Context: an optimization exercise on an open-source flow, tuned for small area, a short achievable clock period and few clock cycles. The choices shown serve that exercise and are no tape-out recipe.
In this exercise RTL edits were held to simulation tests only and were not proved equivalent to the original.
Power is estimated from default activity; no workload was simulated.

==> flow/design.v <==
module alu(
    input [15:0] a,         
    input [15:0] b,         
    input [2:0] alu_op,     
    output reg [15:0] result,   
    output reg zero,        
    output reg negative,    
    output reg carry,       
    output reg overflow     
);
wire [16:0] add_result;   
wire [16:0] sub_result;   
wire [15:0] b_invert;     
assign add_result = {1'b0, a} + {1'b0, b};
assign b_invert = ~b;
assign sub_result = {1'b0, a} + {1'b0, b_invert} + 17'b1;
always @(*) begin
    carry = 0;
    overflow = 0;
    case(alu_op)
        3'b000: begin  
            result = add_result[15:0];
            carry = add_result[16];   
            overflow = (a[15] & b[15] & ~result[15]) | (~a[15] & ~b[15] & result[15]);
        end
        3'b001: begin  
            result = sub_result[15:0];
            carry = sub_result[16];
            overflow = (a[15] & ~b[15] & ~result[15]) | (~a[15] & b[15] & result[15]);
        end
        3'b010: begin  
            result = a & b;
        end
        3'b011: begin  
            result = a | b;
        end
        3'b100: begin  
            result = a ^ b;
        end
        3'b101: begin  
            result = ~a;   
        end
        3'b110: begin  
            result = a << 1;
            carry = a[15];   
        end
        3'b111: begin  
            result = a >> 1;
            carry = a[0];    
        end
        default: begin
            result = 16'h0000;
        end
    endcase
    zero = (result == 16'h0000);
    negative = result[15];
end
endmodule
module register_file(
    input clk,                   
    input rst,                   
    input [3:0] rs_addr,         
    input [3:0] rt_addr,         
    output [15:0] rs_data,       
    output [15:0] rt_data,       
    input wr_en,                 
    input [3:0] rd_addr,         
    input [15:0] rd_data,        
    output [15:0] pc_out,        
    output [15:0] sp_out,        
    output [15:0] flags_out,     
    input pc_wr,                 
    input sp_wr,                 
    input flags_wr,              
    input [15:0] pc_in,          
    input [15:0] sp_in,          
    input [15:0] flags_in        
);
reg [15:0] registers [0:10];
parameter R0 = 4'd0;
parameter R1 = 4'd1;
parameter R2 = 4'd2;
parameter R3 = 4'd3;
parameter R4 = 4'd4;
parameter R5 = 4'd5;
parameter R6 = 4'd6;
parameter R7 = 4'd7;
parameter SP = 4'd8;
parameter PC = 4'd9;
parameter FLAGS = 4'd10;
assign rs_data = (rs_addr == R0 || rs_addr > FLAGS) ? 16'h0000 : registers[rs_addr];
assign rt_data = (rt_addr == R0 || rt_addr > FLAGS) ? 16'h0000 : registers[rt_addr];
assign pc_out = registers[PC];
assign sp_out = registers[SP];
assign flags_out = registers[FLAGS];
always @(posedge clk or posedge rst) begin
    if (rst) begin
        registers[0] <= 16'h0000;
        registers[1] <= 16'h0000;
        registers[2] <= 16'h0000;
        registers[3] <= 16'h0000;
        registers[4] <= 16'h0000;
        registers[5] <= 16'h0000;
        registers[6] <= 16'h0000;
        registers[7] <= 16'h0000;
        registers[8] <= 16'h0FFF;   
        registers[9] <= 16'h0000;   
        registers[10] <= 16'h0000;  
    end
    else begin
        if (wr_en && rd_addr != R0 && rd_addr <= 4'd7) begin
            registers[rd_addr] <= rd_data;
        end
        if (pc_wr) begin
            registers[PC] <= pc_in;
        end
        if (sp_wr) begin
            registers[SP] <= sp_in;
        end
        if (flags_wr) begin
            registers[FLAGS] <= flags_in;
        end
    end
end
endmodule
module solix16_cpu(
    input         clk,           
    input         rst,           
    output [11:0] imem_addr,     
    input  [15:0] imem_data,     
    output [11:0] dmem_addr,     
    output [15:0] dmem_wdata,    
    output        dmem_we,       
    input  [15:0] dmem_rdata,    
    output        halted         
);
localparam OP_MOV = 4'b1000;
localparam OP_JMP = 4'b1001;
localparam OP_JZ  = 4'b1010;
localparam OP_JNZ = 4'b1011;
localparam OP_LD  = 4'b1100;
localparam OP_ST  = 4'b1101;
localparam OP_HLT = 4'b1111;
wire [15:0] instr  = imem_data;
wire [3:0]  opcode = instr[15:12];
wire [3:0]  rd     = instr[11:8];
wire [3:0]  rs     = instr[7:4];
wire [3:0]  rt     = instr[3:0];
wire [7:0]  imm8   = instr[7:0];
wire [11:0] target = instr[11:0];
wire is_alu = (opcode[3] == 1'b0);      
wire is_mov = (opcode == OP_MOV);
wire is_ld  = (opcode == OP_LD);
wire is_st  = (opcode == OP_ST);
wire is_jmp = (opcode == OP_JMP);
wire is_jz  = (opcode == OP_JZ);
wire is_jnz = (opcode == OP_JNZ);
wire is_hlt = (opcode == OP_HLT);
wire       reg_write  = is_alu | is_mov | is_ld;
wire       flags_write = is_alu;
wire [2:0] alu_op     = is_alu ? opcode[2:0] : 3'b000;
wire [15:0] rs_data;
wire [15:0] rt_data;
wire [15:0] wb_data;
wire [15:0] pc;
wire [15:0] sp;
wire [15:0] flags;
wire [15:0] pc_next;
wire [15:0] flags_next;
register_file u_regs (
    .clk       (clk),
    .rst       (rst),
    .rs_addr   (rs),
    .rt_addr   (rt),
    .rs_data   (rs_data),
    .rt_data   (rt_data),
    .wr_en     (reg_write),
    .rd_addr   (rd),
    .rd_data   (wb_data),
    .pc_out    (pc),
    .sp_out    (sp),
    .flags_out (flags),
    .pc_wr     (~is_hlt),
    .sp_wr     (1'b0),
    .flags_wr  (flags_write),
    .pc_in     (pc_next),
    .sp_in     (16'h0000),
    .flags_in  (flags_next)
);
wire [15:0] alu_result;
wire        alu_zero;
wire        alu_negative;
wire        alu_carry;
wire        alu_overflow;
alu u_alu (
    .a        (rs_data),
    .b        (rt_data),
    .alu_op   (alu_op),
    .result   (alu_result),
    .zero     (alu_zero),
    .negative (alu_negative),
    .carry    (alu_carry),
    .overflow (alu_overflow)
);
assign flags_next = {12'h000, alu_overflow, alu_carry, alu_negative, alu_zero};
assign wb_data = is_ld  ? dmem_rdata :
                 is_mov ? {8'h00, imm8} :
                          alu_result;
wire branch = is_jmp | (is_jz & flags[0]) | (is_jnz & ~flags[0]);
assign pc_next = branch ? {4'h0, target} : pc + 16'd1;
assign imem_addr  = pc[11:0];
assign dmem_addr  = rs_data[11:0];
assign dmem_wdata = rt_data;
assign dmem_we    = is_st;
assign halted     = is_hlt;
endmodule
==> flow/run.sh <==
#!/bin/bash
# synth_recipe.tcl (not shown) runs the flow's synth.tcl, then flattens the netlist and writes it again
# the make line also repeats each setting of config.mk as NAME=value (left out here)
make -C /OpenROAD-flow-scripts/flow DESIGN_CONFIG=/design/flow/config.mk WORK_HOME=/design/flow/orfs CLKGATE_MAP_FILE= SYNTH_SCRIPT=/design/flow/synth_recipe.tcl finish
==> flow/config.mk <==
export PLATFORM = sky130hd
export DESIGN_NAME = solix16_cpu
export DESIGN_NICKNAME = solix16_cpu
export VERILOG_FILES = /design/flow/design.v
export SDC_FILE = /design/flow/constraint.sdc
export NUM_CORES = 4
export LEC_CHECK = 0
export CAP_MARGIN = 20
export CORE_MARGIN = 2
export CORE_UTILIZATION = 40
export SLEW_MARGIN = 20
==> flow/constraint.sdc <==
create_clock -name core_clock -period 5.3 [get_ports {clk}]
set_input_delay 1.0600 -clock core_clock [delete_from_list [all_inputs] [get_ports {clk}]]
set_output_delay 1.0600 -clock core_clock [all_outputs]
set_load 0.01 [all_outputs]
==> results.py <==
metrics = {
    "clock_network": {
        "cts.sinks": 160,
        "cts_tree": "built",
        "cts-buffers-inserted": 17,
        "insertion_delay_ps": 440,
        "clockBufferDepth": 2,
        "h-tree-depth": 4,
        "cts_hold_buf": 0,
        "clk_pin_slew_worst_paths_ps": 70,
        "cts_root_buf": "clkbuf_16",
    },
    "cells_and_area": {
        "num-nets-final": 1710,
        "antenna_cells": 0,
        "drive_gt1_share_pct": 28.1,
        "final_cells": 2032,
        "reg.largest.list": "u_regs.registers x160",
        "fillers": 2816,
        "final_cell_mix": "buf_4, a21oi_1, dfrtp_1, nor2_1, a22oi_1",
        "largest_register_ff_count": 160,
        "seq_area_um2": 4020,
        "area_delta_synth_final_pct": 29.9,
        "final_common_cell": "buf_4",
        "top_register": "u_regs.registers",
        "multiInputGateArea_um2": 7370,
    },
    "route": {
        "avgRoutedWirePerCell_um": 24.4,
        "drt_first_pass_iters": 6,
        "vias_per_cell": 6.20,
        "met3WireLength_mm": 3.70,
        "vias": 12605,
        "wl_mm": 49.5,
        "wl_met1_mm": 21.1,
        "first_iter_violations": 1394,
        "wl_met2_mm": 22.8,
        "highest_layer": "met4",
        "drc": 0,
        "postRouteAntennaNets": 0,
    },
    "setup_path": {
        "start_kind": "primary input",
        "cp-end-kind": "flip-flop",
        "cp_cell_sequence": "dlygate4sd2_1 -> buf_6 -> nand2b_4 -> nor2_2 -> a22o_1 -> a221o_1 -> and4b_2 -> buf_4 -> ha_1 -> buf_4 -> o21a_1 -> o21a_1 -> and3_1 -> a22o_1 -> a221oi_2 -> buf_4 -> mux2i_1 -> a21oi_1 -> o311a_1 -> o21ai_4 -> mux2_2",
        "arrival_ps": 5480,
        "required_ps": 5630,
        "cp_slowest_cell": "nor2_2",
        "path_class": "in -> reg",
        "crit_top_cell": "buf_4",
        "crit_path_max_fanout": 8,
        "cpPeakStageDelay_ps": 420,
    },
    "floorplanning": {
        "rows": 63,
        "io_pins": 76,
        "die_h_um": 178,
        "die_area_um2": 31600,
        "core_um2": 29700,
        "start_util_pct": 40.6,
        "die_w_um": 178,
    },
    "run_status": {
        "status": "no timing/DRC/antenna violations",
    },
    "logic_synthesis": {
        "async_flop_share_pct": 100,
        "netlist_instances": 1366,
        "synth_edf_count": 0,
        "yosys_warnings": 3,
        "ys.flop_type": "dfrtp_1",
        "avgSynthCellArea_um2": 8.84,
        "ys_types": 94,
        "syn_nets": 1447,
        "ys_seq_area_share_pct": 33.3,
        "synthesis.area_um2": 12100,
        "ys_seq_elements": 160,
    },
    "timing": {
        "fin_crit_ps": 5150,
        "timing.final.crit_share_pct": 97.2,
        "slew_violations": 0,
        "max_slew_margin_pct": 35.9,
        "finalSetupViolations": 0,
        "tightest_slew_ps": 952,
        "fmax_mhz": 194,
        "hold_viol_final": 0,
        "finalSetupTns_ps": 0,
        "fin_skew_ps": 10.5,
        "finalWorstSetupSlack_ps": 146,
        "rsz0062_at_grt": "no",
    },
    "power_and_ir_drop": {
        "powerDensity_nw_per_um2": 379,
        "total_leakage_power_nw": 6.88,
        "totalPowerFinal_mw": 5.95,
        "ir_worst_vdd_v": 0.000221,
    },
    "grt": {
        "grt_overflow_total": 0,
        "grt_pass1_vias": 12225,
        "grt_pass1_wl_mm": 74.9,
        "grt_max_degree": 161,
        "grtUsageTotal_pct": 31.7,
        "antenna_found_initial": 0,
    },
    "placement": {
        "place.gp.congestion": 1.02,
        "post-place-ws_ps": -1030,
        "dp.cells": 1997,
        "portBuffers": 75,
        "dpl.hpwl_mm": 38.2,
    },
    "min_path": {
        "hold_path.class": "reg -> reg",
    },
    "flow_run": {
        "drv_cap": 0,
    },
}
[cells in the mapped netlist, types with 13 or more instances]
| library cell | instances | area (um2) |
|---|---|---|
| clkbuf_1 | 67 | 251 |
| a22oi_1 | 70 | 526 |
| a22o_1 | 18 | 158 |
| mux2_2 | 58 | 653 |
| buf_4 | 27 | 203 |
| nor2b_1 | 21 | 131 |
| o221ai_1 | 13 | 114 |
| a21oi_1 | 151 | 756 |
| and2_1 | 14 | 87.6 |
| inv_1 | 56 | 210 |
| dfrtp_1 | 148 | 3700 |
| ha_1 | 45 | 563 |
| o21ai_0 | 42 | 210 |
| nand3_1 | 31 | 155 |
| a221o_1 | 17 | 170 |
| nor3_1 | 22 | 110 |
| nand2_1 | 46 | 173 |
| nand3b_1 | 28 | 210 |
| nor2_1 | 150 | 563 |
| mux2i_1 | 33 | 330 |
[critical path: cells and delay by family]
family	cells	cell delay [ps]
compound gates	9	1700
mux	2	370
simple gates	4	1050
buf+inv	5	960
fa+ha+maj	1	310
[worst paths after layout]
check,from,end,slack [ps],cells past startpoint
worst min register to register,u_regs.registers[8][9]$_DFFE_PP1P_,u_regs.registers[8][9]$_DFFE_PP1P_,380,0
worst max-delay path,imem_data[1],u_regs.registers[6][14]$_DFFE_PP0P_,150,21
max in group asynchronous,rst,u_regs.registers[1][2]$_DFFE_PP0P_,3400,3
worst min-delay path,u_regs.registers[8][9]$_DFFE_PP1P_,u_regs.registers[8][9]$_DFFE_PP1P_,380,0
min in group asynchronous,rst,u_regs.registers[6][10]$_DFFE_PP0P_,1210,3
worst max register to register,u_regs.registers[9][0]$_DFFE_PP0P_,u_regs.registers[6][14]$_DFFE_PP0P_,770,18
[per-stage QoR]
stage	util [%]	hold slack (ps)	instance area [um2]
after floorplan	-	433	12100
after global placement	50.0	367	14900
after detailed placement	50.0	367	14900
after CTS	52.6	378	15600
after global routing	52.8	384	15700
final	52.8	375	15700
[final cells by class]
type | count | area share (%)
Clock buffer | 17 | 2.71
Clock inverter | 15 | 1.36
Inverter | 59 | 1.44
Multi-Input combinational cell | 1028 | 47.0
Sequential cell | 160 | 25.6
Tap cell | 390 | 3.11
Timing Repair Buffer | 363 | 18.7
[report_power, final]
group	leakage, nW	internal [mW]	switching (mW)
Sequential	1.93	1.56	0.433
Clock	0.311	0.727	0.590
Combinational	4.63	1.27	1.36
[cell families after synthesis]
logic type                 Yosys count  synth area share [%]
adders and majority gates           47                  5.00
DFF                                160                  33.3
muxes                               94                  8.43
xor gates and xnor gates            19                  1.38
AOI/OAI and AO/OA                  463                  26.7
buffers and inverters              178                  7.04
and+or+nand+nor                    405                  18.2
[layer usage]
metal,vias up,track usage (%)
li1,5624,-
met1,6140,42.6
met2,716,51.1
met3,125,4.84
met4,0,12.6
met5,-,0
[timing repair]
item / in CTS / in global routing
setup endpoints to repair: 67 / 67
resized for setup: 29 / 16
pin swaps: 7 / 7
setup buffers: 2 / 2
Testbench counts, summed over its fixed seeds: cycles 135,911.

==> separate check: timing with driven ports <==
In the flow no input, the clock included, has a driving cell. The finished layout below was timed again as built, in two steps. Step 1 assumes that a clkbuf_16 drives the clock port and a buf_2 every other input. Step 2 times the ports against the registers' clock, not the clock port: input delays grow and output delays shrink by t, the midpoint of the rising clock arrivals with the driver on. a / b / c = ideal ports / drivers / drivers and shift; a / b = the first two.
t, ns: 0.484
setup WS [ns]: 0.146 / 0.173 / -0.311
hold WS [ns]: 0.375 / 0.375 / 0.375
worst setup path at the end: input to register
worst slew at a driven data input, ns: 0.04
Met with ideal ports but missed after step 2: setup timing in this run. For this run, drivers alone change the setup slack by +0.027 ns; drivers and shift together by -0.457 ns.
